This design comes from an exercise in tuning for small area on the open sky130 flow, not from production work. In this exercise RTL edits were held to simulation tests only and were not proved equivalent to the original. Power figures rest on the tool's default switching activity, not on a simulated workload.

==> flow/design.v (outline; a module is shown in full before it is edited, if it fits) <==
// module lcdi_laneA: 623 lines
// module lcdi_laneB: 649 lines
// module lcdi_laneC: 619 lines
// module lcdi_laneD: 623 lines
// module lcdi_fa: 4 lines
// module lcdi_ha: 4 lines
// module LCDI: 348 lines
module LCDI 
(
    input wire clk,
    input wire rst_n,
    input wire [8-1:0] data0_in,
    input wire [8-1:0] data1_in,
    input wire [8-1:0] data2_in,
    output wire [8-1:0] data0_out,
    output wire [8-1:0] data1_out,
    output wire [8-1:0] data2_out,
    output wire [8-1:0] data3_out,
    input wire frame_start,
    output reg frame_end,
    output reg line_end,
    output reg data_out_valid,
    output reg data_in_valid,
    input wire data_in_ready
);
  // ...
==> flow/flow/run.sh <==
#!/bin/bash
# Layout flow: the standard flow (standard.sh, all steps), with one change:
# the ABC script used for the area-oriented technology mapping in synthesis
# (ABC_AREA 1) is flow/abc_area.script instead of ORFS's abc_area.script.
# Everything else, including the registers synthesis makes, is unchanged.
set -e
rm -rf scripts_abc
cp -r "$FLOW_HOME/scripts" scripts_abc
cp flow/abc_area.script scripts_abc/abc_area.script
export SCRIPTS_DIR="$PWD/scripts_abc"
bash standard.sh > standard_flow.log 2>&1
==> flow/flow/abc_area.script <==
strash
&get -n
&st
&synch2
&nf -R 1000
&put
==> flow/standard.sh <==
#!/bin/bash
# synth_recipe.tcl (not shown) runs the flow's synth.tcl, then flattens the netlist and writes it again
# the make line also repeats each setting of config.mk as NAME=value (left out here)
make -C /OpenROAD-flow-scripts/flow DESIGN_CONFIG=/design/flow/config.mk WORK_HOME=/design/flow/orfs CLKGATE_MAP_FILE= SYNTH_SCRIPT=/design/flow/synth_recipe.tcl "${@:-finish}"
==> flow/config.mk <==
export PLATFORM = sky130hd
export DESIGN_NAME = LCDI
export DESIGN_NICKNAME = LCDI
export VERILOG_FILES = /design/flow/design.v
export SDC_FILE = /design/flow/constraint.sdc
export NUM_CORES = 4
export LEC_CHECK = 0
export ABC_AREA = 1
export CAP_MARGIN = 20
export CORE_MARGIN = 2
export CORE_UTILIZATION = 40
export SLEW_MARGIN = 20
export SYNTH_HIERARCHICAL = 1
export SYNTH_MEMORY_MAX_BITS = 65536
==> flow/constraint.sdc <==
create_clock -name core_clock -period 10.0 [get_ports {clk}]
set_input_delay 2.0000 -clock core_clock [delete_from_list [all_inputs] [get_ports {clk}]]
set_output_delay 2.0000 -clock core_clock [all_outputs]
set_load 0.01 [all_outputs]
==> summary.txt, run 1 <==
# TYPE chip_impl_metric gauge
chip_impl_info{name="synth_top_cells_by_count",value="506 x sky130_fd_sc_hd__a21oi_1, 497 x sky130_fd_sc_hd__fa_1, 388 x sky130_fd_sc_hd__nand2_1, 337 x sky130_fd_sc_hd__a22o_1, 263 x sky130_fd_sc_hd__nor2_1"} 1
chip_impl_metric{name="clk_pin_slew",unit="ps"} 60
chip_impl_metric{name="ctsResizeCount",unit=""} 0
chip_impl_metric{name="met3_length",unit="µm"} 21810
chip_impl_info{name="layout.cells.most_common",value="sky130_fd_sc_hd__a21oi_1"} 1
chip_impl_metric{name="insertion_delay",unit="ps"} 610
chip_impl_metric{name="maximum_number_of_pins_on_one_net_before_global_route_repair",unit=""} 86
chip_impl_metric{name="worst-r2r-setup-slack",unit="ps"} 820
chip_impl_metric{name="multi_input_area",unit="mm²"} 0.02774
chip_impl_metric{name="worst-path-stages",unit=""} 28
chip_impl_metric{name="dpl.hpwl",unit="µm"} 126800
chip_impl_metric{name="cts_buffers",unit=""} 41
chip_impl_metric{name="post_synth.cell_area_avg",unit="µm²"} 9.861
chip_impl_metric{name="final_area",unit="mm²"} 0.04252
chip_impl_metric{name="seq_power_share",unit="%"} 50.6
chip_impl_metric{name="finalClockSkew",unit="ps"} 39.07
chip_impl_metric{name="critPathRequiredTime",unit="ps"} 10420
chip_impl_metric{name="synth-adder-area-share",unit="%"} 31.02
chip_impl_metric{name="post_synth_and_or_nand_nor_area_fraction",unit="%"} 13.05
chip_impl_info{name="hold-path-endpoint",value="rw2[22]"} 1
chip_impl_metric{name="dp_cells",unit=""} 5246
chip_impl_metric{name="layout.non_clock_inverters",unit=""} 109
chip_impl_metric{name="final.hold.worst_slack",unit="ps"} 388.8
chip_impl_metric{name="combinational_fraction_of_design_power",unit="%"} 0.5
chip_impl_metric{name="diodes",unit=""} 3
chip_impl_metric{name="die_x",unit="µm"} 308.3
chip_impl_metric{name="num-multi-input-gates",unit=""} 3283
chip_impl_metric{name="final.period_utilization",unit="%"} 91.77
chip_impl_metric{name="post_dp_cell_area",unit="mm²"} 0.04118
chip_impl_metric{name="power.clock.total",unit="mW"} 1.50
chip_impl_metric{name="fraction_of_layout_cells_with_a_size_suffix_above_1",unit="%"} 8.297
chip_impl_info{name="run_status",value="timing/DRC/antenna clean"} 1
chip_impl_info{name="rsz0062_at_grt",value="no"} 1
chip_impl_metric{name="post-synth-top-area-fraction",unit="%"} 26.86
chip_impl_metric{name="post_synth_edffs",unit=""} 144
chip_impl_info{name="highest-signal-layer",value="met5"} 1
chip_impl_info{name="crit_family",value="simple AND/OR/NAND/NOR gates"} 1
chip_impl_info{name="crit-reg2reg-launch",value="LCDI_state[2]"} 1
chip_impl_metric{name="m2_gr_usage",unit="%"} 51.22
chip_impl_info{name="worstSetupPathType",value="flip-flop to flip-flop"} 1
chip_impl_info{name="worst_setup_path_endpoint",value="rcA0[1]"} 1
chip_impl_metric{name="detail_route.wl_per_cell",unit="µm"} 31.85
chip_impl_info{name="cts-root-buf",value="sky130_fd_sc_hd__clkbuf_16"} 1
chip_impl_metric{name="post_synth_inst_count",unit=""} 3757
chip_impl_metric{name="layout-area-overhead-vs-synth",unit="%"} 14.77
==> run 2, diff against run 1 <==
--- a/flow/design.v
+++ b/flow/design.v
@@ -520,19 +520,19 @@
 lcdi_fa u395 (.a(n242), .b(n302), .c(n234), .s(n395), .co(n395c));
 wire n396, n396c;
 lcdi_fa u396 (.a(n294), .b(n395), .c(n390c), .s(n396), .co(n396c));
 wire n397, n397c;
 lcdi_fa u397 (.a(n391c), .b(n396), .c(n84), .s(n397), .co(n397c));
 wire n398, n398c;
 lcdi_fa u398 (.a(n392c), .b(n393c), .c(n397), .s(n398), .co(n398c));
 wire n399, n399c;
-lcdi_ha u399 (.a(n395c), .b(n396c), .s(n399), .co(n399c));
+lcdi_fa u399 (.a(n395c), .b(n396c), .c(n84c), .s(n399), .co(n399c));
 wire n400, n400c;
-lcdi_fa u400 (.a(n399), .b(n84c), .c(n397c), .s(n400), .co(n400c));
+lcdi_fa u400 (.a(n397c), .b(n399), .c(n398c), .s(n400), .co(n400c));
 wire n401, n401c;
 lcdi_fa u401 (.a(n304), .b(n399c), .c(n400c), .s(n401), .co(n401c));
 wire n402 = n305c | n306;
 wire n403 = n309 | n402;
 wire n404 = n313 | n403;
 wire n405 = n318 | n404;
 wire n406 = n324 | n405;
 wire n407 = n331 | n406;
@@ -553,77 +553,75 @@
 wire n422 = ~(n383c & n389);
 wire n423 = n383c ^ n389;
 wire n424 = ~(n389c | n394);
 wire n425 = ~(n389c & n394);
 wire n426 = n389c ^ n394;
 wire n427 = ~(n394c | n398);
 wire n428 = ~(n394c & n398);
 wire n429 = n394c ^ n398;
-wire n430 = ~(n398c | n400);
-wire n431 = ~(n398c & n400);
-wire n432 = n398c ^ n400;
-wire n433 = ~n401;
-wire n434 = ~n401c;
-wire n435 = 1'b0 | (n410 & n409);
-wire n436 = n410 & 1'b0;
-wire n437 = 1'b0 | (n414 & n411);
-wire n438 = n414 & n412;
-wire n439 = n418 | (n419 & n415);
-wire n440 = n419 & n416;
-wire n441 = n424 | (n425 & n421);
-wire n442 = n425 & n422;
-wire n443 = n430 | (n431 & n427);
-wire n444 = n431 & n428;
-wire n445 = n434 | (1'b1 & 1'b0);
-wire n446 = 1'b1 & n433;
-wire n447 = n411 | (n412 & n435);
-wire n448 = n412 & n436;
-wire n449 = n437 | (n438 & n435);
-wire n450 = n438 & n436;
-wire n451 = n421 | (n422 & n439);
-wire n452 = n422 & n440;
-wire n453 = n441 | (n442 & n439);
-wire n454 = n442 & n440;
-wire n455 = 1'b0 | (n433 & n443);
-wire n456 = n433 & n444;
-wire n457 = n445 | (n446 & n443);
-wire n458 = n446 & n444;
-wire n459 = n415 | (n416 & n449);
-wire n460 = n416 & n450;
-wire n461 = n439 | (n440 & n449);
-wire n462 = n440 & n450;
-wire n463 = n451 | (n452 & n449);
-wire n464 = n452 & n450;
-wire n465 = n453 | (n454 & n449);
-wire n466 = n454 & n450;
-wire n467 = n427 | (n428 & n465);
-wire n468 = n428 & n466;
-wire n469 = n443 | (n444 & n465);
-wire n470 = n444 & n466;
-wire n471 = n455 | (n456 & n465);
-wire n472 = n456 & n466;
-wire n473 = n457 | (n458 & n465);
-wire n474 = n458 & n466;
-wire n475 = n410 ^ n409;
-wire n476 = n413 ^ n435;
-wire n477 = n414 ^ n447;
-wire n478 = n417 ^ n449;
-wire n479 = n420 ^ n459;
-wire n480 = n423 ^ n461;
-wire n481 = n426 ^ n463;
-wire n482 = n429 ^ n465;
-wire n483 = n432 ^ n467;
-wire n484 = n433 ^ n469;
-wire n485 = n401c ^ n471;
-wire [7:0] hi = {n482, n481, n480, n479, n478, n477, n476, n475};
-wire [2:0] t3 = {n485, n484, n483};
+wire n430 = ~n400;
+wire n431 = ~n401;
+wire n432 = ~n401c;
+wire n433 = 1'b0 | (n410 & n409);
+wire n434 = n410 & 1'b0;
+wire n435 = 1'b0 | (n414 & n411);
+wire n436 = n414 & n412;
+wire n437 = n418 | (n419 & n415);
+wire n438 = n419 & n416;
+wire n439 = n424 | (n425 & n421);
+wire n440 = n425 & n422;
+wire n441 = 1'b0 | (n430 & n427);
+wire n442 = n430 & n428;
+wire n443 = 1'b0 | (n432 & 1'b0);
+wire n444 = n432 & n431;
+wire n445 = n411 | (n412 & n433);
+wire n446 = n412 & n434;
+wire n447 = n435 | (n436 & n433);
+wire n448 = n436 & n434;
+wire n449 = n421 | (n422 & n437);
+wire n450 = n422 & n438;
+wire n451 = n439 | (n440 & n437);
+wire n452 = n440 & n438;
+wire n453 = 1'b0 | (n431 & n441);
+wire n454 = n431 & n442;
+wire n455 = n443 | (n444 & n441);
+wire n456 = n444 & n442;
+wire n457 = n415 | (n416 & n447);
+wire n458 = n416 & n448;
+wire n459 = n437 | (n438 & n447);
+wire n460 = n438 & n448;
+wire n461 = n449 | (n450 & n447);
+wire n462 = n450 & n448;
+wire n463 = n451 | (n452 & n447);
+wire n464 = n452 & n448;
+wire n465 = n427 | (n428 & n463);
+wire n466 = n428 & n464;
+wire n467 = n441 | (n442 & n463);
+wire n468 = n442 & n464;
+wire n469 = n453 | (n454 & n463);
+wire n470 = n454 & n464;
+wire n471 = n455 | (n456 & n463);
+wire n472 = n456 & n464;
+wire n473 = n410 ^ n409;
+wire n474 = n413 ^ n433;
+wire n475 = n414 ^ n445;
+wire n476 = n417 ^ n447;
+wire n477 = n420 ^ n457;
+wire n478 = n423 ^ n459;
+wire n479 = n426 ^ n461;
+wire n480 = n429 ^ n463;
+wire n481 = n430 ^ n465;
+wire n482 = n431 ^ n467;
+wire n483 = n432 ^ n469;
+wire [7:0] hi = {n480, n479, n478, n477, n476, n475, n474, n473};
+wire [2:0] t3 = {n483, n482, n481};
 wire z = rb & ~|hi;
-wire neg = (~t3[0] & ~t3[1] & t3[2] & ~n182 & ~z) | (t3[0] & ~t3[1] & t3[2] & ~n182 & ~z) | (~t3[0] & t3[1] & t3[2] & ~n182 & ~z) | (t3[0] & t3[1] & t3[2] & ~n182 & ~z) | (~t3[0] & ~t3[1] & ~t3[2] & n182 & ~z) | (t3[0] & ~t3[1] & ~t3[2] & n182 & ~z) | (~t3[0] & t3[1] & t3[2] & n182 & ~z) | (t3[0] & t3[1] & t3[2] & n182 & ~z) | (~t3[0] & ~t3[1] & ~t3[2] & ~n182 & z) | (t3[0] & ~t3[1] & t3[2] & ~n182 & z) | (~t3[0] & t3[1] & t3[2] & ~n182 & z) | (t3[0] & t3[1] & t3[2] & ~n182 & z) | (~t3[0] & ~t3[1] & ~t3[2] & n182 & z) | (t3[0] & ~t3[1] & ~t3[2] & n182 & z) | (~t3[0] & t3[1] & ~t3[2] & n182 & z) | (t3[0] & t3[1] & t3[2] & n182 & z);
-wire ovf = (t3[0] & ~t3[1] & ~t3[2] & ~n182 & ~z) | (~t3[0] & t3[1] & ~t3[2] & ~n182 & ~z) | (t3[0] & t3[1] & ~t3[2] & ~n182 & ~z) | (t3[0] & t3[1] & ~t3[2] & n182 & ~z) | (~t3[0] & ~t3[1] & t3[2] & n182 & ~z) | (t3[0] & ~t3[1] & t3[2] & n182 & ~z) | (~t3[0] & t3[1] & ~t3[2] & ~n182 & z) | (t3[0] & t3[1] & ~t3[2] & ~n182 & z) | (~t3[0] & ~t3[1] & t3[2] & ~n182 & z) | (~t3[0] & ~t3[1] & t3[2] & n182 & z) | (t3[0] & ~t3[1] & t3[2] & n182 & z) | (~t3[0] & t3[1] & t3[2] & n182 & z);
+wire neg = (~t3[0] & ~t3[1] & ~t3[2] & ~n182 & ~z) | (t3[0] & ~t3[1] & ~t3[2] & ~n182 & ~z) | (~t3[0] & t3[1] & ~t3[2] & ~n182 & ~z) | (t3[0] & t3[1] & t3[2] & ~n182 & ~z) | (t3[0] & ~t3[1] & ~t3[2] & n182 & ~z) | (~t3[0] & t3[1] & ~t3[2] & n182 & ~z) | (t3[0] & t3[1] & ~t3[2] & n182 & ~z) | (~t3[0] & ~t3[1] & t3[2] & n182 & ~z) | (~t3[0] & ~t3[1] & ~t3[2] & ~n182 & z) | (t3[0] & ~t3[1] & ~t3[2] & ~n182 & z) | (~t3[0] & t3[1] & ~t3[2] & ~n182 & z) | (t3[0] & t3[1] & ~t3[2] & ~n182 & z) | (~t3[0] & t3[1] & ~t3[2] & n182 & z) | (t3[0] & t3[1] & ~t3[2] & n182 & z) | (~t3[0] & ~t3[1] & t3[2] & n182 & z) | (t3[0] & ~t3[1] & t3[2] & n182 & z);
+wire ovf = (~t3[0] & ~t3[1] & t3[2] & ~n182 & ~z) | (t3[0] & ~t3[1] & t3[2] & ~n182 & ~z) | (~t3[0] & t3[1] & t3[2] & ~n182 & ~z) | (~t3[0] & ~t3[1] & ~t3[2] & n182 & ~z) | (~t3[0] & t3[1] & t3[2] & n182 & ~z) | (t3[0] & t3[1] & t3[2] & n182 & ~z) | (t3[0] & ~t3[1] & t3[2] & ~n182 & z) | (~t3[0] & t3[1] & t3[2] & ~n182 & z) | (t3[0] & t3[1] & t3[2] & ~n182 & z) | (~t3[0] & ~t3[1] & ~t3[2] & n182 & z) | (t3[0] & ~t3[1] & ~t3[2] & n182 & z) | (t3[0] & t3[1] & t3[2] & n182 & z);
 assign o = neg ? 8'h00 : ovf ? 8'hff : hi;
 endmodule
 module lcdi_laneB (
     input  wire [7:0] p0, p1, p2,
     input  wire [9:0] qp0, qp1, qp2,
     input  wire [9:0] c0,
     input  wire [8:0] c1,
     input  wire [8:0] c2,
@@ -1165,21 +1163,21 @@
 lcdi_fa u410 (.a(n234), .b(n302), .c(n403c), .s(n410), .co(n410c));
 wire n411, n411c;
 lcdi_fa u411 (.a(n409), .b(n404c), .c(n410), .s(n411), .co(n411c));
 wire n412, n412c;
 lcdi_fa u412 (.a(n405c), .b(n411), .c(n84), .s(n412), .co(n412c));
 wire n413, n413c;
 lcdi_fa u413 (.a(n406c), .b(n412), .c(n407c), .s(n413), .co(n413c));
 wire n414, n414c;
-lcdi_ha u414 (.a(n250), .b(n409c), .s(n414), .co(n414c));
+lcdi_fa u414 (.a(n250), .b(n409c), .c(n410c), .s(n414), .co(n414c));
 wire n415, n415c;
-lcdi_fa u415 (.a(n414), .b(n410c), .c(n411c), .s(n415), .co(n415c));
+lcdi_fa u415 (.a(n414), .b(n411c), .c(n84c), .s(n415), .co(n415c));
 wire n416, n416c;
-lcdi_fa u416 (.a(n84c), .b(n415), .c(n412c), .s(n416), .co(n416c));
+lcdi_fa u416 (.a(n412c), .b(n415), .c(n413c), .s(n416), .co(n416c));
 wire n417, n417c;
 lcdi_fa u417 (.a(n312), .b(n414c), .c(n415c), .s(n417), .co(n417c));
 wire n418 = n313c | n314;
 wire n419 = n317 | n418;
 wire n420 = n321 | n419;
 wire n421 = n326 | n420;
 wire n422 = n332 | n421;
 wire n423 = n339 | n422;
@@ -1200,79 +1198,77 @@
 wire n438 = ~(n395c & n402);
 wire n439 = n395c ^ n402;
 wire n440 = ~(n402c | n408);
 wire n441 = ~(n402c & n408);
 wire n442 = n402c ^ n408;
 wire n443 = ~(n408c | n413);
 wire n444 = ~(n408c & n413);
 wire n445 = n408c ^ n413;
-wire n446 = ~(n413c | n416);
-wire n447 = ~(n413c & n416);
-wire n448 = n413c ^ n416;
-wire n449 = ~(n416c | n417);
-wire n450 = ~(n416c & n417);
-wire n451 = n416c ^ n417;
-wire n452 = ~n417c;
-wire n453 = 1'b0 | (n426 & n425);
-wire n454 = n426 & 1'b0;
-wire n455 = 1'b0 | (n430 & n427);
-wire n456 = n430 & n428;
-wire n457 = n434 | (n435 & n431);
-wire n458 = n435 & n432;
-wire n459 = n440 | (n441 & n437);
-wire n460 = n441 & n438;
-wire n461 = n446 | (n447 & n443);
-wire n462 = n447 & n444;
-wire n463 = n452 | (1'b1 & n449);
-wire n464 = 1'b1 & n450;
-wire n465 = n427 | (n428 & n453);
-wire n466 = n428 & n454;
-wire n467 = n455 | (n456 & n453);
-wire n468 = n456 & n454;
-wire n469 = n437 | (n438 & n457);
-wire n470 = n438 & n458;
-wire n471 = n459 | (n460 & n457);
-wire n472 = n460 & n458;
-wire n473 = n449 | (n450 & n461);
-wire n474 = n450 & n462;
-wire n475 = n463 | (n464 & n461);
-wire n476 = n464 & n462;
-wire n477 = n431 | (n432 & n467);
-wire n478 = n432 & n468;
-wire n479 = n457 | (n458 & n467);
-wire n480 = n458 & n468;
-wire n481 = n469 | (n470 & n467);
-wire n482 = n470 & n468;
-wire n483 = n471 | (n472 & n467);
-wire n484 = n472 & n468;
-wire n485 = n443 | (n444 & n483);
-wire n486 = n444 & n484;
-wire n487 = n461 | (n462 & n483);
-wire n488 = n462 & n484;
-wire n489 = n473 | (n474 & n483);
-wire n490 = n474 & n484;
-wire n491 = n475 | (n476 & n483);
-wire n492 = n476 & n484;
-wire n493 = n426 ^ n425;
-wire n494 = n429 ^ n453;
-wire n495 = n430 ^ n465;
-wire n496 = n433 ^ n467;
-wire n497 = n436 ^ n477;
-wire n498 = n439 ^ n479;
-wire n499 = n442 ^ n481;
-wire n500 = n445 ^ n483;
-wire n501 = n448 ^ n485;
-wire n502 = n451 ^ n487;
-wire n503 = n417c ^ n489;
-wire [7:0] hi = {n500, n499, n498, n497, n496, n495, n494, n493};
-wire [2:0] t3 = {n503, n502, n501};
+wire n446 = ~n416;
+wire n447 = ~(n416c | n417);
+wire n448 = ~(n416c & n417);
+wire n449 = n416c ^ n417;
+wire n450 = ~n417c;
+wire n451 = 1'b0 | (n426 & n425);
+wire n452 = n426 & 1'b0;
+wire n453 = 1'b0 | (n430 & n427);
+wire n454 = n430 & n428;
+wire n455 = n434 | (n435 & n431);
+wire n456 = n435 & n432;
+wire n457 = n440 | (n441 & n437);
+wire n458 = n441 & n438;
+wire n459 = 1'b0 | (n446 & n443);
+wire n460 = n446 & n444;
+wire n461 = 1'b0 | (n450 & n447);
+wire n462 = n450 & n448;
+wire n463 = n427 | (n428 & n451);
+wire n464 = n428 & n452;
+wire n465 = n453 | (n454 & n451);
+wire n466 = n454 & n452;
+wire n467 = n437 | (n438 & n455);
+wire n468 = n438 & n456;
+wire n469 = n457 | (n458 & n455);
+wire n470 = n458 & n456;
+wire n471 = n447 | (n448 & n459);
+wire n472 = n448 & n460;
+wire n473 = n461 | (n462 & n459);
+wire n474 = n462 & n460;
+wire n475 = n431 | (n432 & n465);
+wire n476 = n432 & n466;
+wire n477 = n455 | (n456 & n465);
+wire n478 = n456 & n466;
+wire n479 = n467 | (n468 & n465);
+wire n480 = n468 & n466;
+wire n481 = n469 | (n470 & n465);
+wire n482 = n470 & n466;
+wire n483 = n443 | (n444 & n481);
+wire n484 = n444 & n482;
+wire n485 = n459 | (n460 & n481);
+wire n486 = n460 & n482;
+wire n487 = n471 | (n472 & n481);
+wire n488 = n472 & n482;
+wire n489 = n473 | (n474 & n481);
+wire n490 = n474 & n482;
+wire n491 = n426 ^ n425;
+wire n492 = n429 ^ n451;
+wire n493 = n430 ^ n463;
+wire n494 = n433 ^ n465;
+wire n495 = n436 ^ n475;
+wire n496 = n439 ^ n477;
+wire n497 = n442 ^ n479;
+wire n498 = n445 ^ n481;
+wire n499 = n446 ^ n483;
+wire n500 = n449 ^ n485;
+wire n501 = n450 ^ n487;
+wire [7:0] hi = {n498, n497, n496, n495, n494, n493, n492, n491};
+wire [2:0] t3 = {n501, n500, n499};
 wire z = rb & ~|hi;
-wire neg = (~t3[0] & ~t3[1] & t3[2] & ~n182 & ~z) | (t3[0] & ~t3[1] & t3[2] & ~n182 & ~z) | (~t3[0] & t3[1] & t3[2] & ~n182 & ~z) | (t3[0] & t3[1] & t3[2] & ~n182 & ~z) | (~t3[0] & ~t3[1] & ~t3[2] & n182 & ~z) | (t3[0] & ~t3[1] & ~t3[2] & n182 & ~z) | (~t3[0] & t3[1] & t3[2] & n182 & ~z) | (t3[0] & t3[1] & t3[2] & n182 & ~z) | (~t3[0] & ~t3[1] & ~t3[2] & ~n182 & z) | (t3[0] & ~t3[1] & t3[2] & ~n182 & z) | (~t3[0] & t3[1] & t3[2] & ~n182 & z) | (t3[0] & t3[1] & t3[2] & ~n182 & z) | (~t3[0] & ~t3[1] & ~t3[2] & n182 & z) | (t3[0] & ~t3[1] & ~t3[2] & n182 & z) | (~t3[0] & t3[1] & ~t3[2] & n182 & z) | (t3[0] & t3[1] & t3[2] & n182 & z);
-wire ovf = (t3[0] & ~t3[1] & ~t3[2] & ~n182 & ~z) | (~t3[0] & t3[1] & ~t3[2] & ~n182 & ~z) | (t3[0] & t3[1] & ~t3[2] & ~n182 & ~z) | (t3[0] & t3[1] & ~t3[2] & n182 & ~z) | (~t3[0] & ~t3[1] & t3[2] & n182 & ~z) | (t3[0] & ~t3[1] & t3[2] & n182 & ~z) | (~t3[0] & t3[1] & ~t3[2] & ~n182 & z) | (t3[0] & t3[1] & ~t3[2] & ~n182 & z) | (~t3[0] & ~t3[1] & t3[2] & ~n182 & z) | (~t3[0] & ~t3[1] & t3[2] & n182 & z) | (t3[0] & ~t3[1] & t3[2] & n182 & z) | (~t3[0] & t3[1] & t3[2] & n182 & z);
+wire neg = (~t3[0] & ~t3[1] & ~t3[2] & ~n182 & ~z) | (t3[0] & ~t3[1] & ~t3[2] & ~n182 & ~z) | (~t3[0] & t3[1] & ~t3[2] & ~n182 & ~z) | (t3[0] & t3[1] & t3[2] & ~n182 & ~z) | (t3[0] & ~t3[1] & ~t3[2] & n182 & ~z) | (~t3[0] & t3[1] & ~t3[2] & n182 & ~z) | (t3[0] & t3[1] & ~t3[2] & n182 & ~z) | (~t3[0] & ~t3[1] & t3[2] & n182 & ~z) | (~t3[0] & ~t3[1] & ~t3[2] & ~n182 & z) | (t3[0] & ~t3[1] & ~t3[2] & ~n182 & z) | (~t3[0] & t3[1] & ~t3[2] & ~n182 & z) | (t3[0] & t3[1] & ~t3[2] & ~n182 & z) | (~t3[0] & t3[1] & ~t3[2] & n182 & z) | (t3[0] & t3[1] & ~t3[2] & n182 & z) | (~t3[0] & ~t3[1] & t3[2] & n182 & z) | (t3[0] & ~t3[1] & t3[2] & n182 & z);
+wire ovf = (~t3[0] & ~t3[1] & t3[2] & ~n182 & ~z) | (t3[0] & ~t3[1] & t3[2] & ~n182 & ~z) | (~t3[0] & t3[1] & t3[2] & ~n182 & ~z) | (~t3[0] & ~t3[1] & ~t3[2] & n182 & ~z) | (~t3[0] & t3[1] & t3[2] & n182 & ~z) | (t3[0] & t3[1] & t3[2] & n182 & ~z) | (t3[0] & ~t3[1] & t3[2] & ~n182 & z) | (~t3[0] & t3[1] & t3[2] & ~n182 & z) | (t3[0] & t3[1] & t3[2] & ~n182 & z) | (~t3[0] & ~t3[1] & ~t3[2] & n182 & z) | (t3[0] & ~t3[1] & ~t3[2] & n182 & z) | (t3[0] & t3[1] & t3[2] & n182 & z);
 assign o = neg ? 8'h00 : ovf ? 8'hff : hi;
 endmodule
 module lcdi_laneC (
     input  wire [7:0] p0, p1, p2,
     input  wire [9:0] qp0, qp1, qp2,
     input  wire [8:0] c0,
     input  wire [8:0] c1,
     input  wire [8:0] c2,
@@ -1791,107 +1787,106 @@
 wire n395, n395c;
 lcdi_fa u395 (.a(n389c), .b(n394), .c(n84), .s(n395), .co(n395c));
 wire n396, n396c;
 lcdi_fa u396 (.a(n390c), .b(n391c), .c(n395), .s(n396), .co(n396c));
 wire n397, n397c;
 lcdi_fa u397 (.a(n393c), .b(n394c), .c(n84c), .s(n397), .co(n397c));
 wire n398, n398c;
 lcdi_fa u398 (.a(n395c), .b(n397), .c(n396c), .s(n398), .co(n398c));
-wire n399, n399c;
-lcdi_ha u399 (.a(n397c), .b(n398c), .s(n399), .co(n399c));
-wire n400 = n304c | n305;
-wire n401 = n308 | n400;
-wire n402 = n312 | n401;
-wire n403 = n317 | n402;
-wire n404 = n323 | n403;
-wire n405 = n330 | n404;
-wire n406 = n338 | n405;
-wire n407 = ~n406;
-wire n408 = ~(n338c | n347);
-wire n409 = ~(n338c & n347);
-wire n410 = n338c ^ n347;
-wire n411 = ~(n347c | n357);
-wire n412 = ~(n347c & n357);
-wire n413 = n347c ^ n357;
-wire n414 = ~n366;
-wire n415 = ~(n366c | n374);
-wire n416 = ~(n366c & n374);
-wire n417 = n366c ^ n374;
-wire n418 = ~(n374c | n381);
-wire n419 = ~(n374c & n381);
-wire n420 = n374c ^ n381;
-wire n421 = ~(n381c | n387);
-wire n422 = ~(n381c & n387);
-wire n423 = n381c ^ n387;
-wire n424 = ~(n387c | n392);
-wire n425 = ~(n387c & n392);
-wire n426 = n387c ^ n392;
-wire n427 = ~(n392c | n396);
-wire n428 = ~(n392c & n396);
-wire n429 = n392c ^ n396;
-wire n430 = ~n398;
-wire n431 = ~n399;
-wire n432 = ~n399c;
-wire n433 = n408 | (n409 & n407);
-wire n434 = n409 & 1'b0;
-wire n435 = 1'b0 | (n414 & n411);
-wire n436 = n414 & n412;
-wire n437 = n418 | (n419 & n415);
-wire n438 = n419 & n416;
-wire n439 = n424 | (n425 & n421);
-wire n440 = n425 & n422;
-wire n441 = 1'b0 | (n430 & n427);
-wire n442 = n430 & n428;
-wire n443 = n432 | (1'b1 & 1'b0);
-wire n444 = 1'b1 & n431;
-wire n445 = n411 | (n412 & n433);
-wire n446 = n412 & n434;
+wire n399 = n304c | n305;
+wire n400 = n308 | n399;
+wire n401 = n312 | n400;
+wire n402 = n317 | n401;
+wire n403 = n323 | n402;
+wire n404 = n330 | n403;
+wire n405 = n338 | n404;
+wire n406 = ~n405;
+wire n407 = ~(n338c | n347);
+wire n408 = ~(n338c & n347);
+wire n409 = n338c ^ n347;
+wire n410 = ~(n347c | n357);
+wire n411 = ~(n347c & n357);
+wire n412 = n347c ^ n357;
+wire n413 = ~n366;
+wire n414 = ~(n366c | n374);
+wire n415 = ~(n366c & n374);
+wire n416 = n366c ^ n374;
+wire n417 = ~(n374c | n381);
+wire n418 = ~(n374c & n381);
+wire n419 = n374c ^ n381;
+wire n420 = ~(n381c | n387);
+wire n421 = ~(n381c & n387);
+wire n422 = n381c ^ n387;
+wire n423 = ~(n387c | n392);
+wire n424 = ~(n387c & n392);
+wire n425 = n387c ^ n392;
+wire n426 = ~(n392c | n396);
+wire n427 = ~(n392c & n396);
+wire n428 = n392c ^ n396;
+wire n429 = ~n398;
+wire n430 = ~(n397c | n398c);
+wire n431 = ~(n397c & n398c);
+wire n432 = n397c ^ n398c;
+wire n433 = n407 | (n408 & n406);
+wire n434 = n408 & 1'b0;
+wire n435 = 1'b0 | (n413 & n410);
+wire n436 = n413 & n411;
+wire n437 = n417 | (n418 & n414);
+wire n438 = n418 & n415;
+wire n439 = n423 | (n424 & n420);
+wire n440 = n424 & n421;
+wire n441 = 1'b0 | (n429 & n426);
+wire n442 = n429 & n427;
+wire n443 = 1'b0 | (1'b0 & n430);
+wire n444 = 1'b0 & n431;
+wire n445 = n410 | (n411 & n433);
+wire n446 = n411 & n434;
 wire n447 = n435 | (n436 & n433);
 wire n448 = n436 & n434;
-wire n449 = n421 | (n422 & n437);
-wire n450 = n422 & n438;
+wire n449 = n420 | (n421 & n437);
+wire n450 = n421 & n438;
 wire n451 = n439 | (n440 & n437);
 wire n452 = n440 & n438;
-wire n453 = 1'b0 | (n431 & n441);
+wire n453 = n430 | (n431 & n441);
 wire n454 = n431 & n442;
 wire n455 = n443 | (n444 & n441);
 wire n456 = n444 & n442;
-wire n457 = n415 | (n416 & n447);
-wire n458 = n416 & n448;
+wire n457 = n414 | (n415 & n447);
+wire n458 = n415 & n448;
 wire n459 = n437 | (n438 & n447);
 wire n460 = n438 & n448;
 wire n461 = n449 | (n450 & n447);
 wire n462 = n450 & n448;
 wire n463 = n451 | (n452 & n447);
 wire n464 = n452 & n448;
-wire n465 = n427 | (n428 & n463);
-wire n466 = n428 & n464;
+wire n465 = n426 | (n427 & n463);
+wire n466 = n427 & n464;
 wire n467 = n441 | (n442 & n463);
 wire n468 = n442 & n464;
 wire n469 = n453 | (n454 & n463);
 wire n470 = n454 & n464;
 wire n471 = n455 | (n456 & n463);
 wire n472 = n456 & n464;
-wire n473 = n410 ^ n407;
-wire n474 = n413 ^ n433;
-wire n475 = n414 ^ n445;
-wire n476 = n417 ^ n447;
-wire n477 = n420 ^ n457;
-wire n478 = n423 ^ n459;
-wire n479 = n426 ^ n461;
-wire n480 = n429 ^ n463;
-wire n481 = n430 ^ n465;
-wire n482 = n431 ^ n467;
-wire n483 = n399c ^ n469;
+wire n473 = n409 ^ n406;
+wire n474 = n412 ^ n433;
+wire n475 = n413 ^ n445;
+wire n476 = n416 ^ n447;
+wire n477 = n419 ^ n457;
+wire n478 = n422 ^ n459;
+wire n479 = n425 ^ n461;
+wire n480 = n428 ^ n463;
+wire n481 = n429 ^ n465;
+wire n482 = n432 ^ n467;
+wire n483 = 1'b0 ^ n469;
 wire [7:0] hi = {n480, n479, n478, n477, n476, n475, n474, n473};
 wire [2:0] t3 = {n483, n482, n481};
 wire z = rb & ~|hi;
-wire neg = (~t3[0] & ~t3[1] & t3[2] & ~n182 & ~z) | (t3[0] & ~t3[1] & t3[2] & ~n182 & ~z) | (~t3[0] & t3[1] & t3[2] & ~n182 & ~z) | (t3[0] & t3[1] & t3[2] & ~n182 & ~z) | (~t3[0] & ~t3[1] & ~t3[2] & n182 & ~z) | (t3[0] & ~t3[1] & ~t3[2] & n182 & ~z) | (~t3[0] & t3[1] & t3[2] & n182 & ~z) | (t3[0] & t3[1] & t3[2] & n182 & ~z) | (~t3[0] & ~t3[1] & ~t3[2] & ~n182 & z) | (t3[0] & ~t3[1] & t3[2] & ~n182 & z) | (~t3[0] & t3[1] & t3[2] & ~n182 & z) | (t3[0] & t3[1] & t3[2] & ~n182 & z) | (~t3[0] & ~t3[1] & ~t3[2] & n182 & z) | (t3[0] & ~t3[1] & ~t3[2] & n182 & z) | (~t3[0] & t3[1] & ~t3[2] & n182 & z) | (t3[0] & t3[1] & t3[2] & n182 & z);
-wire ovf = (t3[0] & ~t3[1] & ~t3[2] & ~n182 & ~z) | (~t3[0] & t3[1] & ~t3[2] & ~n182 & ~z) | (t3[0] & t3[1] & ~t3[2] & ~n182 & ~z) | (t3[0] & t3[1] & ~t3[2] & n182 & ~z) | (~t3[0] & ~t3[1] & t3[2] & n182 & ~z) | (t3[0] & ~t3[1] & t3[2] & n182 & ~z) | (~t3[0] & t3[1] & ~t3[2] & ~n182 & z) | (t3[0] & t3[1] & ~t3[2] & ~n182 & z) | (~t3[0] & ~t3[1] & t3[2] & ~n182 & z) | (~t3[0] & ~t3[1] & t3[2] & n182 & z) | (t3[0] & ~t3[1] & t3[2] & n182 & z) | (~t3[0] & t3[1] & t3[2] & n182 & z);
+wire neg = (~t3[0] & ~t3[1] & ~t3[2] & ~n182 & ~z) | (t3[0] & ~t3[1] & ~t3[2] & ~n182 & ~z) | (~t3[0] & t3[1] & t3[2] & ~n182 & ~z) | (t3[0] & t3[1] & t3[2] & ~n182 & ~z) | (~t3[0] & ~t3[1] & ~t3[2] & n182 & ~z) | (t3[0] & ~t3[1] & ~t3[2] & n182 & ~z) | (~t3[0] & t3[1] & ~t3[2] & n182 & ~z) | (t3[0] & t3[1] & ~t3[2] & n182 & ~z) | (~t3[0] & ~t3[1] & ~t3[2] & ~n182 & z) | (t3[0] & ~t3[1] & ~t3[2] & ~n182 & z) | (~t3[0] & t3[1] & ~t3[2] & ~n182 & z) | (t3[0] & t3[1] & t3[2] & ~n182 & z) | (t3[0] & ~t3[1] & ~t3[2] & n182 & z) | (~t3[0] & t3[1] & ~t3[2] & n182 & z) | (t3[0] & t3[1] & ~t3[2] & n182 & z) | (~t3[0] & ~t3[1] & t3[2] & n182 & z);
+wire ovf = (t3[0] & t3[1] & ~t3[2] & ~n182 & ~z) | (~t3[0] & ~t3[1] & t3[2] & ~n182 & ~z) | (t3[0] & ~t3[1] & t3[2] & ~n182 & ~z) | (t3[0] & ~t3[1] & t3[2] & n182 & ~z) | (~t3[0] & t3[1] & t3[2] & n182 & ~z) | (t3[0] & t3[1] & t3[2] & n182 & ~z) | (~t3[0] & ~t3[1] & t3[2] & ~n182 & z) | (t3[0] & ~t3[1] & t3[2] & ~n182 & z) | (~t3[0] & t3[1] & t3[2] & ~n182 & z) | (~t3[0] & ~t3[1] & ~t3[2] & n182 & z) | (~t3[0] & t3[1] & t3[2] & n182 & z) | (t3[0] & t3[1] & t3[2] & n182 & z);
 assign o = neg ? 8'h00 : ovf ? 8'hff : hi;
 endmodule
 module lcdi_laneD (
     input  wire [7:0] p0, p1, p2,
     input  wire [9:0] qp0, qp1, qp2,
     input  wire [9:0] c0,
     input  wire [8:0] c1,
     input  wire [7:0] c2,
@@ -2413,17 +2408,17 @@
 lcdi_fa u396 (.a(n390c), .b(n395), .c(n84), .s(n396), .co(n396c));
 wire n397, n397c;
 lcdi_fa u397 (.a(n391c), .b(n392c), .c(n396), .s(n397), .co(n397c));
 wire n398, n398c;
 lcdi_fa u398 (.a(n250), .b(n394c), .c(n395c), .s(n398), .co(n398c));
 wire n399, n399c;
 lcdi_fa u399 (.a(n84c), .b(n398), .c(n396c), .s(n399), .co(n399c));
 wire n400, n400c;
-lcdi_ha u400 (.a(n304), .b(n398c), .s(n400), .co(n400c));
+lcdi_fa u400 (.a(n304), .b(n398c), .c(n399c), .s(n400), .co(n400c));
 wire n401 = n305c | n306;
 wire n402 = n309 | n401;
 wire n403 = n313 | n402;
 wire n404 = n318 | n403;
 wire n405 = n324 | n404;
 wire n406 = n331 | n405;
 wire n407 = n339 | n406;
 wire n408 = ~n407;
@@ -2445,76 +2440,74 @@
 wire n424 = ~(n388c & n393);
 wire n425 = n388c ^ n393;
 wire n426 = ~(n393c | n397);
 wire n427 = ~(n393c & n397);
 wire n428 = n393c ^ n397;
 wire n429 = ~(n397c | n399);
 wire n430 = ~(n397c & n399);
 wire n431 = n397c ^ n399;
-wire n432 = ~(n399c | n400);
-wire n433 = ~(n399c & n400);
-wire n434 = n399c ^ n400;
-wire n435 = ~n400c;
-wire n436 = 1'b0 | (n409 & n408);
-wire n437 = n409 & 1'b0;
-wire n438 = 1'b0 | (n413 & n410);
-wire n439 = n413 & n411;
-wire n440 = n417 | (n418 & n414);
-wire n441 = n418 & n415;
-wire n442 = n423 | (n424 & n420);
-wire n443 = n424 & n421;
-wire n444 = n429 | (n430 & n426);
-wire n445 = n430 & n427;
-wire n446 = n435 | (1'b1 & n432);
-wire n447 = 1'b1 & n433;
-wire n448 = n410 | (n411 & n436);
-wire n449 = n411 & n437;
-wire n450 = n438 | (n439 & n436);
-wire n451 = n439 & n437;
-wire n452 = n420 | (n421 & n440);
-wire n453 = n421 & n441;
-wire n454 = n442 | (n443 & n440);
-wire n455 = n443 & n441;
-wire n456 = n432 | (n433 & n444);
-wire n457 = n433 & n445;
-wire n458 = n446 | (n447 & n444);
-wire n459 = n447 & n445;
-wire n460 = n414 | (n415 & n450);
-wire n461 = n415 & n451;
-wire n462 = n440 | (n441 & n450);
-wire n463 = n441 & n451;
-wire n464 = n452 | (n453 & n450);
-wire n465 = n453 & n451;
-wire n466 = n454 | (n455 & n450);
-wire n467 = n455 & n451;
-wire n468 = n426 | (n427 & n466);
-wire n469 = n427 & n467;
-wire n470 = n444 | (n445 & n466);
-wire n471 = n445 & n467;
-wire n472 = n456 | (n457 & n466);
-wire n473 = n457 & n467;
-wire n474 = n458 | (n459 & n466);
-wire n475 = n459 & n467;
-wire n476 = n409 ^ n408;
-wire n477 = n412 ^ n436;
-wire n478 = n413 ^ n448;
-wire n479 = n416 ^ n450;
-wire n480 = n419 ^ n460;
-wire n481 = n422 ^ n462;
-wire n482 = n425 ^ n464;
-wire n483 = n428 ^ n466;
-wire n484 = n431 ^ n468;
-wire n485 = n434 ^ n470;
-wire n486 = n400c ^ n472;
-wire [7:0] hi = {n483, n482, n481, n480, n479, n478, n477, n476};
-wire [2:0] t3 = {n486, n485, n484};
+wire n432 = ~n400;
+wire n433 = ~n400c;
+wire n434 = 1'b0 | (n409 & n408);
+wire n435 = n409 & 1'b0;
+wire n436 = 1'b0 | (n413 & n410);
+wire n437 = n413 & n411;
+wire n438 = n417 | (n418 & n414);
+wire n439 = n418 & n415;
+wire n440 = n423 | (n424 & n420);
+wire n441 = n424 & n421;
+wire n442 = n429 | (n430 & n426);
+wire n443 = n430 & n427;
+wire n444 = 1'b0 | (n433 & 1'b0);
+wire n445 = n433 & n432;
+wire n446 = n410 | (n411 & n434);
+wire n447 = n411 & n435;
+wire n448 = n436 | (n437 & n434);
+wire n449 = n437 & n435;
+wire n450 = n420 | (n421 & n438);
+wire n451 = n421 & n439;
+wire n452 = n440 | (n441 & n438);
+wire n453 = n441 & n439;
+wire n454 = 1'b0 | (n432 & n442);
+wire n455 = n432 & n443;
+wire n456 = n444 | (n445 & n442);
+wire n457 = n445 & n443;
+wire n458 = n414 | (n415 & n448);
+wire n459 = n415 & n449;
+wire n460 = n438 | (n439 & n448);
+wire n461 = n439 & n449;
+wire n462 = n450 | (n451 & n448);
+wire n463 = n451 & n449;
+wire n464 = n452 | (n453 & n448);
+wire n465 = n453 & n449;
+wire n466 = n426 | (n427 & n464);
+wire n467 = n427 & n465;
+wire n468 = n442 | (n443 & n464);
+wire n469 = n443 & n465;
+wire n470 = n454 | (n455 & n464);
+wire n471 = n455 & n465;
+wire n472 = n456 | (n457 & n464);
+wire n473 = n457 & n465;
+wire n474 = n409 ^ n408;
+wire n475 = n412 ^ n434;
+wire n476 = n413 ^ n446;
+wire n477 = n416 ^ n448;
+wire n478 = n419 ^ n458;
+wire n479 = n422 ^ n460;
+wire n480 = n425 ^ n462;
+wire n481 = n428 ^ n464;
+wire n482 = n431 ^ n466;
+wire n483 = n432 ^ n468;
+wire n484 = n433 ^ n470;
+wire [7:0] hi = {n481, n480, n479, n478, n477, n476, n475, n474};
+wire [2:0] t3 = {n484, n483, n482};
 wire z = rb & ~|hi;
-wire neg = (~t3[0] & ~t3[1] & t3[2] & ~n182 & ~z) | (t3[0] & ~t3[1] & t3[2] & ~n182 & ~z) | (~t3[0] & t3[1] & t3[2] & ~n182 & ~z) | (t3[0] & t3[1] & t3[2] & ~n182 & ~z) | (~t3[0] & ~t3[1] & ~t3[2] & n182 & ~z) | (t3[0] & ~t3[1] & ~t3[2] & n182 & ~z) | (~t3[0] & t3[1] & t3[2] & n182 & ~z) | (t3[0] & t3[1] & t3[2] & n182 & ~z) | (~t3[0] & ~t3[1] & ~t3[2] & ~n182 & z) | (t3[0] & ~t3[1] & t3[2] & ~n182 & z) | (~t3[0] & t3[1] & t3[2] & ~n182 & z) | (t3[0] & t3[1] & t3[2] & ~n182 & z) | (~t3[0] & ~t3[1] & ~t3[2] & n182 & z) | (t3[0] & ~t3[1] & ~t3[2] & n182 & z) | (~t3[0] & t3[1] & ~t3[2] & n182 & z) | (t3[0] & t3[1] & t3[2] & n182 & z);
-wire ovf = (t3[0] & ~t3[1] & ~t3[2] & ~n182 & ~z) | (~t3[0] & t3[1] & ~t3[2] & ~n182 & ~z) | (t3[0] & t3[1] & ~t3[2] & ~n182 & ~z) | (t3[0] & t3[1] & ~t3[2] & n182 & ~z) | (~t3[0] & ~t3[1] & t3[2] & n182 & ~z) | (t3[0] & ~t3[1] & t3[2] & n182 & ~z) | (~t3[0] & t3[1] & ~t3[2] & ~n182 & z) | (t3[0] & t3[1] & ~t3[2] & ~n182 & z) | (~t3[0] & ~t3[1] & t3[2] & ~n182 & z) | (~t3[0] & ~t3[1] & t3[2] & n182 & z) | (t3[0] & ~t3[1] & t3[2] & n182 & z) | (~t3[0] & t3[1] & t3[2] & n182 & z);
+wire neg = (~t3[0] & ~t3[1] & ~t3[2] & ~n182 & ~z) | (t3[0] & ~t3[1] & ~t3[2] & ~n182 & ~z) | (~t3[0] & t3[1] & t3[2] & ~n182 & ~z) | (t3[0] & t3[1] & t3[2] & ~n182 & ~z) | (~t3[0] & ~t3[1] & ~t3[2] & n182 & ~z) | (t3[0] & ~t3[1] & ~t3[2] & n182 & ~z) | (~t3[0] & t3[1] & ~t3[2] & n182 & ~z) | (t3[0] & t3[1] & ~t3[2] & n182 & ~z) | (~t3[0] & ~t3[1] & ~t3[2] & ~n182 & z) | (t3[0] & ~t3[1] & ~t3[2] & ~n182 & z) | (~t3[0] & t3[1] & ~t3[2] & ~n182 & z) | (t3[0] & t3[1] & t3[2] & ~n182 & z) | (t3[0] & ~t3[1] & ~t3[2] & n182 & z) | (~t3[0] & t3[1] & ~t3[2] & n182 & z) | (t3[0] & t3[1] & ~t3[2] & n182 & z) | (~t3[0] & ~t3[1] & t3[2] & n182 & z);
+wire ovf = (t3[0] & t3[1] & ~t3[2] & ~n182 & ~z) | (~t3[0] & ~t3[1] & t3[2] & ~n182 & ~z) | (t3[0] & ~t3[1] & t3[2] & ~n182 & ~z) | (t3[0] & ~t3[1] & t3[2] & n182 & ~z) | (~t3[0] & t3[1] & t3[2] & n182 & ~z) | (t3[0] & t3[1] & t3[2] & n182 & ~z) | (~t3[0] & ~t3[1] & t3[2] & ~n182 & z) | (t3[0] & ~t3[1] & t3[2] & ~n182 & z) | (~t3[0] & t3[1] & t3[2] & ~n182 & z) | (~t3[0] & ~t3[1] & ~t3[2] & n182 & z) | (~t3[0] & t3[1] & t3[2] & n182 & z) | (t3[0] & t3[1] & t3[2] & n182 & z);
 assign o = neg ? 8'h00 : ovf ? 8'hff : hi;
 endmodule
 module lcdi_fa (input wire a, b, c, output wire s, co);
 assign s = a ^ b ^ c;
 assign co = (a & b) | (a & c) | (b & c);
 endmodule
 module lcdi_ha (input wire a, b, output wire s, co);
 assign s = a ^ b;
@@ -2627,27 +2620,31 @@
         wl <= wc;
         wc <= wr;
         wr <= eng_out;
     end
 end
 function [7:0] row8(input [31:0] v, input [1:0] r);
     row8 = v[8*r +: 8];
 endfunction
-reg [7:0] s1p0, s1p1, s1p2;
-reg s1rb;
-always @(*) begin
-    case (LCDI_state)
-    3'd2: begin s1p0=wl[7:0];   s1p1=wc[7:0];   s1p2=wr[7:0];   s1rb=wl[15]; end
-    3'd3: begin s1p0=wl[15:8];  s1p1=wc[15:8];  s1p2=wr[15:8];  s1rb=wl[23]; end
-    3'd4: begin s1p0=wl[23:16]; s1p1=wc[23:16]; s1p2=wr[23:16]; s1rb=wl[31]; end
-    3'd5: begin s1p0=wl[31:24]; s1p1=wc[31:24]; s1p2=wr[31:24]; s1rb=1'b0;   end
-    default:      begin s1p0=rw2[7:0];  s1p1=rw2[15:8]; s1p2=rw2[23:16]; s1rb=rw2[7]; end
-    endcase
+reg [3:0] srow;     
+always @(posedge clk) begin
+    srow[0] <= (next_state == 3'd2);
+    srow[1] <= (next_state == 3'd3);
+    srow[2] <= (next_state == 3'd4);
+    srow[3] <= (next_state == 3'd5);
 end
+wire sraw = ~|srow;
+wire [7:0] s1p0 = ({8{srow[0]}} & wl[7:0])   | ({8{srow[1]}} & wl[15:8])  |
+                  ({8{srow[2]}} & wl[23:16]) | ({8{srow[3]}} & wl[31:24]) | ({8{sraw}} & rw2[7:0]);
+wire [7:0] s1p1 = ({8{srow[0]}} & wc[7:0])   | ({8{srow[1]}} & wc[15:8])  |
+                  ({8{srow[2]}} & wc[23:16]) | ({8{srow[3]}} & wc[31:24]) | ({8{sraw}} & rw2[15:8]);
+wire [7:0] s1p2 = ({8{srow[0]}} & wr[7:0])   | ({8{srow[1]}} & wr[15:8])  |
+                  ({8{srow[2]}} & wr[23:16]) | ({8{srow[3]}} & wr[31:24]) | ({8{sraw}} & rw2[23:16]);
+wire s1rb = (srow[0] & wl[15]) | (srow[1] & wl[23]) | (srow[2] & wl[31]) | (sraw & rw2[7]);
 wire [3:0] g0 = classify({1'b0,s1p0} - {1'b0,s1p1});
 wire [3:0] g1 = classify({1'b0,s1p2} - {1'b0,s1p1});
 reg [7:0] q0, q1, q2;
 reg [9:0] t0, t1, t2;    
 reg qrb;
 always @(posedge clk) begin
     t0 <= {2'b0, s1p0} + {1'b0, s1p0, 1'b0};
     t1 <= {2'b0, s1p1} + {1'b0, s1p1, 1'b0};
@@ -2837,19 +2834,17 @@
 end
 lcdi_laneA laneA (.p0(q0), .p1(q1), .p2(q2), .qp0(t0), .qp1(t1), .qp2(t2), .c0(rcA0), .c1(rcA1), .c2(rcA2), .f0(rf0), .rb(qrb), .o(eng_out[7:0]));
 lcdi_laneB laneB (.p0(q0), .p1(q1), .p2(q2), .qp0(t0), .qp1(t1), .qp2(t2), .c0(rcB0), .c1(rcB1), .c2(rcB2), .f1(rf1), .rb(qrb), .o(eng_out[15:8]));
 lcdi_laneC laneC (.p0(q0), .p1(q1), .p2(q2), .qp0(t0), .qp1(t1), .qp2(t2), .c0(rcC0), .c1(rcC1), .c2(rcC2), .rb(qrb), .o(eng_out[23:16]));
 lcdi_laneD laneD (.p0(q0), .p1(q1), .p2(q2), .qp0(t0), .qp1(t1), .qp2(t2), .c0(rcD0), .c1(rcD1), .c2(rcD2), .f2(rf2), .rb(qrb), .o(eng_out[31:24]));
 reg [31:0] dout;
 always @(posedge clk or negedge rst_n) begin
     if (~rst_n) dout <= 32'b0;
-    else if (LCDI_state==3'd3 || LCDI_state==3'd4 ||
-             LCDI_state==3'd5 || LCDI_state==3'd6)
-        dout <= eng_out;
+    else dout <= (LCDI_state == 3'd0) ? 32'b0 : eng_out;
 end
 assign data0_out = dout[7:0];
 assign data1_out = dout[15:8];
 assign data2_out = dout[23:16];
 assign data3_out = dout[31:24];
 function [3:0] classify(input [8:0] G);
     casex(G)
     9'b01??????? : classify=4'd0;
--- a/flow/config.mk
+++ b/flow/config.mk
@@ -4,11 +4,13 @@
 export VERILOG_FILES = /design/flow/design.v
 export SDC_FILE = /design/flow/constraint.sdc
 export NUM_CORES = 4
 export LEC_CHECK = 0
 export ABC_AREA = 1
 export CAP_MARGIN = 20
 export CORE_MARGIN = 2
 export CORE_UTILIZATION = 40
+export CTS_BUF_LIST = sky130_fd_sc_hd__clkbuf_8
+export CTS_CLUSTER_SIZE = 24
 export SLEW_MARGIN = 20
 export SYNTH_HIERARCHICAL = 1
 export SYNTH_MEMORY_MAX_BITS = 65536
==> run 2 against run 1 <==
Compared with the run above: worst setup slack better by 240 ps; critical path depth grew 5; utilization grew 0.17 points; sequential share of layout area increased by 0.13 points; cell area up 0.21%; largest cell class unchanged; power fell by 4.5%; flip-flop and latch count increased by 4; global-route usage increased by 4.0 points; non-clock buffer count is 40 higher; sequential power about the same; synthesized cell count up 0.59%; via count increased by 1.1%.
==> summary.txt, run 2 <==
# TYPE chip_impl_metric gauge
chip_impl_info{name="critical-path-slowest-cell",value="sky130_fd_sc_hd__dfxtp_1"} 1
chip_impl_metric{name="layout_min_cycle_time",unit="ps"} 8933
chip_impl_metric{name="die_x",unit="µm"} 307.7
chip_impl_info{name="ys.flop_type",value="sky130_fd_sc_hd__dfxtp_1"} 1
chip_impl_metric{name="via_count",unit=""} 36830
chip_impl_metric{name="cts_setup_buffers",unit=""} 0
chip_impl_metric{name="via_cell_ratio",unit=""} 6.785
chip_impl_info{name="cp_common_cell",value="sky130_fd_sc_hd__fa_1"} 1
chip_impl_metric{name="distinct_cells_synth",unit=""} 63
chip_impl_metric{name="finalPower",unit="mW"} 2.921
chip_impl_metric{name="final_hold_viol_count",unit=""} 0
chip_impl_metric{name="rows",unit=""} 111
chip_impl_metric{name="worst_margin_slew",unit="ps"} 1280
chip_impl_metric{name="power_report.internal_total",unit="mW"} 2.259
chip_impl_metric{name="place.gp.congestion",unit=""} 1.087
chip_impl_metric{name="power_per_cell_area",unit="mW/mm²"} 68.56
chip_impl_metric{name="grt-ovfl-total",unit=""} 0
chip_impl_metric{name="synthesis.yosys.warnings",unit=""} 7
chip_impl_info{name="critPathCaptureType",value="flip-flop"} 1
chip_impl_metric{name="cts_buffers",unit=""} 60
chip_impl_metric{name="clkSinkCount",unit=""} 369
chip_impl_metric{name="critical_path_arrival",unit="ps"} 9460
chip_impl_info{name="crit_path_start_kind",value="flip-flop"} 1
chip_impl_info{name="cts-root-buf",value="sky130_fd_sc_hd__clkbuf_8"} 1
chip_impl_info{name="worstSetupStartpoint",value="t0[0]"} 1
chip_impl_metric{name="via_count_of_the_first_global_routing_pass",unit=""} 35510
chip_impl_info{name="layout.cells.most_common_list",value="533 x sky130_fd_sc_hd__a21oi_1, 499 x sky130_fd_sc_hd__fa_1, 433 x sky130_fd_sc_hd__nand2_1"} 1
chip_impl_metric{name="final-max-slew-violation-count",unit=""} 0
chip_impl_metric{name="post_synth.cell_area_avg",unit="µm²"} 9.766
chip_impl_metric{name="post-synth-top-area-fraction",unit="%"} 27.07
chip_impl_metric{name="timing.critical_path.slowest_cell_delay",unit="ps"} 740
chip_impl_metric{name="grt.met3_usage",unit="%"} 8.871
chip_impl_info{name="post-synth-top-area-cell",value="sky130_fd_sc_hd__fa_1"} 1
chip_impl_metric{name="proportion_of_synthesized_flip_flops_having_asynchronous_set_or_reset",unit="%"} 15.99
chip_impl_metric{name="m2_gr_usage",unit="%"} 58.55
chip_impl_metric{name="cts_hold_buf",unit=""} 0
chip_impl_metric{name="final.period_utilization",unit="%"} 89.33
chip_impl_metric{name="gr-usage-all-layers",unit="%"} 39.17
chip_impl_metric{name="nets",unit=""} 4818
chip_impl_metric{name="dp_cells",unit=""} 5309
chip_impl_metric{name="final.hold.worst_slack",unit="ps"} 418.0
chip_impl_metric{name="seq_power_share",unit="%"} 53.5
chip_impl_metric{name="totalWireLength",unit="µm"} 186300
chip_impl_metric{name="post_dp_cell_area",unit="mm²"} 0.04137
chip_impl_metric{name="count_of_endpoints_failing_setup_in_the_final_report",unit=""} 0
chip_impl_info{name="global_route.peak_usage_layer",value="met2"} 1
chip_impl_metric{name="maxCapViolations",unit=""} 0
chip_impl_metric{name="grt_pass1_wl",unit="µm"} 266700
chip_impl_metric{name="drc_violation_total_after_the_first_tritonroute_iteration",unit=""} 5848
chip_impl_metric{name="swShare",unit="%"} 22.66
chip_impl_metric{name="floorplan.core_area",unit="mm²"} 0.09152
chip_impl_metric{name="final_cells",unit=""} 5428
chip_impl_metric{name="initial_core_util",unit="%"} 40.32
chip_impl_metric{name="clk_pin_slew",unit="ps"} 80
chip_impl_info{name="synth_most_common_cell",value="sky130_fd_sc_hd__a21oi_1"} 1
chip_impl_metric{name="setup_ws",unit="ps"} 1067
chip_impl_metric{name="fillers",unit=""} 8843
chip_impl_metric{name="route.antenna.remaining_nets",unit=""} 0
chip_impl_metric{name="total_nets_after_synthesis",unit=""} 4412
chip_impl_metric{name="maximum_number_of_pins_on_one_net_before_global_route_repair",unit=""} 82
chip_impl_metric{name="htreeDepth",unit=""} 2
chip_impl_metric{name="fraction_of_layout_cells_with_a_size_suffix_above_1",unit="%"} 9.443
chip_impl_metric{name="layout.core_utilization",unit="%"} 46.55
chip_impl_info{name="rsz0062_at_grt",value="no"} 1
chip_impl_metric{name="finalClockSkew",unit="ps"} 78.01
chip_impl_info{name="hp-start",value="rw1[19]"} 1
chip_impl_metric{name="detail_route.wl_per_cell",unit="µm"} 34.32
chip_impl_metric{name="floorplan.io_pins",unit=""} 64
chip_impl_metric{name="antenna_found_initial",unit=""} 9
chip_impl_metric{name="combinational_fraction_of_design_power",unit="%"} 0.5
chip_impl_metric{name="post_synth_edffs",unit=""} 144
chip_impl_metric{name="global_route_met1_utilization",unit="%"} 51.00
chip_impl_info{name="layout.cells.most_common",value="sky130_fd_sc_hd__a21oi_1"} 1
chip_impl_metric{name="ir_worst_vdd",unit="mV"} 0.09782
chip_impl_metric{name="setup-tns-final",unit="ps"} 0
chip_impl_metric{name="worstHoldPathCells",unit=""} 0
chip_impl_metric{name="insertion_delay",unit="ps"} 750
chip_impl_metric{name="dr.pass1.iters",unit=""} 9
chip_impl_metric{name="switching_power",unit="µW"} 661.7
chip_impl_metric{name="setup_ws_pre_cts",unit="ps"} 1140
chip_impl_metric{name="overall_die_height",unit="µm"} 307.7
chip_impl_metric{name="relSlewSlack",unit="%"} 13.57
chip_impl_info{name="run_status",value="timing/DRC/antenna clean"} 1
chip_impl_metric{name="post_synth_inst_count",unit=""} 3779
chip_impl_metric{name="post_synth_instance_area",unit="mm²"} 0.03690
chip_impl_metric{name="layout-area-overhead-vs-synth",unit="%"} 15.45
chip_impl_info{name="worstSetupPathType",value="flip-flop to flip-flop"} 1
chip_impl_info{name="crit-reg2reg-launch",value="t0[0]"} 1
chip_impl_metric{name="dpl.hpwl",unit="µm"} 140600
chip_impl_metric{name="final_area",unit="mm²"} 0.04260
chip_impl_metric{name="count_of_state_elements_after_synthesis",unit=""} 369
chip_impl_metric{name="worst_r2r_path_depth",unit=""} 33
chip_impl_metric{name="floorplan.die_area",unit="mm²"} 0.09471
chip_impl_metric{name="power.share.clock",unit="%"} 45.9
chip_impl_metric{name="synth_sequential_area_ratio",unit="%"} 24.75
chip_impl_metric{name="critPathRequiredTime",unit="ps"} 10530
chip_impl_info{name="synth_top_cells_by_count",value="535 x sky130_fd_sc_hd__a21oi_1, 499 x sky130_fd_sc_hd__fa_1, 434 x sky130_fd_sc_hd__nand2_1, 336 x sky130_fd_sc_hd__a22o_1, 251 x sky130_fd_sc_hd__nor2_1"} 1
chip_impl_metric{name="ctsLongestPathBuffers",unit=""} 3
chip_impl_metric{name="count_of_port_buffers_added_during_placement",unit=""} 62
chip_impl_metric{name="leakage",unit="nW"} 15.50
chip_impl_metric{name="timing.critical_path.fanout_max",unit=""} 14
chip_impl_metric{name="max_fclk",unit="GHz"} 0.1119
chip_impl_info{name="timing.hold.worst.class",value="flip-flop to flip-flop"} 1
chip_impl_metric{name="ctsResizeCount",unit=""} 0
chip_impl_metric{name="drc_errors",unit=""} 0
chip_impl_info{name="synth_top_cells_by_area",value="sky130_fd_sc_hd__fa_1 27%, sky130_fd_sc_hd__edfxtp_1 12%, sky130_fd_sc_hd__dfxtp_1 9.0%"} 1
chip_impl_info{name="tritoncts",value="yes"} 1
==> run 2: cell types whose count changed after synthesis, moves of 17 or more <==
cell,change
sky130_fd_sc_hd__nor2b_1,+37
sky130_fd_sc_hd__a221oi_1,-17
sky130_fd_sc_hd__a21oi_1,+29
sky130_fd_sc_hd__a222oi_1,+24
sky130_fd_sc_hd__a22oi_1,-50
sky130_fd_sc_hd__nand2_1,+46
sky130_fd_sc_hd__o21ai_0,-26
sky130_fd_sc_hd__nand3_1,+33
sky130_fd_sc_hd__mux2_1,-33
==> run 2: per-layer routing <==
layer / part of all wire [%] / wire length [µm]
met5: 0.020 / 37
met4: 8.2 / 15190
met3: 10 / 19150
met2: 43 / 79950
met1: 39 / 71990
==> run 2: cell families (layout without fill, tap and decap cells) <==
logic type | Yosys count | in the layout | share of synthesized area, %
AO/OA/AOI/OAI | 1464 | 1464 | 27.03
AND/OR/NAND/NOR | 1156 | 1156 | 14.54
adder cells (fa/ha/maj) | 611 | 611 | 30.83
flip-flops | 369 | 369 | 24.75
buffers and inverters | 105 | 562 | 1.068
XOR/XNOR | 69 | 69 | 1.638
multiplexers | 5 | 5 | 0.1390
other | 0 | 6 | 0
==> run 2: area by class of cell <==
class | instances | area [µm²] | area share, %
diodes | 6 | 15.01 | 0.03524
inverters | 105 | 394.1 | 0.9251
clock buffers | 65 | 894.6 | 2.100
well taps | 1186 | 1484 | 3.483
repair buffers | 344 | 2820 | 6.619
clock inverters | 48 | 327.8 | 0.7694
multi-input cells | 3305 | 27530 | 64.63
flip-flops and latches | 369 | 9135 | 21.44
==> run 2: path summary, 6_finish.rpt <==
check / end / slack, ps
worst max-delay path: dout[24] / 1070
worst min-delay path: rw2[19] / 420
worst max register to register: dout[24] / 1070
worst min register to register: rw2[19] / 420
max in group asynchronous: dout[31] / 7950
min in group asynchronous: dout[7] / 1440
==> run 2: power groups by stage <==
stage	registers, mW	clock network (mW)	logic [mW]
after global placement	1.60	0	0.0165
after floorplan	1.59	0	0.0000144
after CTS	1.56	1.37	0.0165
after global routing	1.56	1.43	0.0175
after detailed placement	1.60	0	0.0164
final	1.56	1.34	0.0158
==> run 2: modules after synthesis, one instance, submodules excluded <==
module | times used | cell area, µm² | cells inside | flops+latches
LCDI | 1 | 17290 | 1772 | 369
lcdi_fa | 484 | 20.02 | 1 | 0
lcdi_ha | 5 | 12.51 | 1 | 0
lcdi_laneA | 1 | 2340 | 362 | 0
lcdi_laneB | 1 | 2615 | 406 | 0
lcdi_laneC | 1 | 2414 | 365 | 0
lcdi_laneD | 1 | 2490 | 385 | 0
==> run 2: critical path: cells and delay by family (launching register included) <==
| family | cells | cell delay, ps |
|---|---|---|
| fa+ha+maj | 9 | 3600 |
| compound gates | 10 | 1840 |
| simple gates | 10 | 1670 |
| flops | 1 | 740 |
| buf+inv | 3 | 640 |
| mux | 1 | 180 |

-- port drivers added, routing unchanged --
The results above use ideal ports. As a check the final layouts listed here were re-extracted and re-timed, cells and wires unchanged. Step 1 assumes that a clkbuf_16 drives the clock port and a buf_2 every other input. Step 2 moves the port delays by t, midway between the first and last clock arrival at a register: inputs arrive t later, outputs are due t later. That takes back most of the time a late clock gives input paths. Three values: no drivers, after step 1, after step 2; two values: the first two.
run | t (ns) | slack for setup (ns) | worst hold slack (ns) | worst register clock-pin slew, ns | cell pins on the clock port's net
run 1 | 0.651 | 0.823 / 0.823 / 0.823 | 0.389 / 0.389 / 0.389 | 0.07 / 0.07 | 1
run 2 | 0.772 | 1.067 / 1.067 / 1.067 | 0.418 / 0.418 / 0.418 | 0.08 / 0.08 | 1
After both steps setup and hold are still met in every run listed.
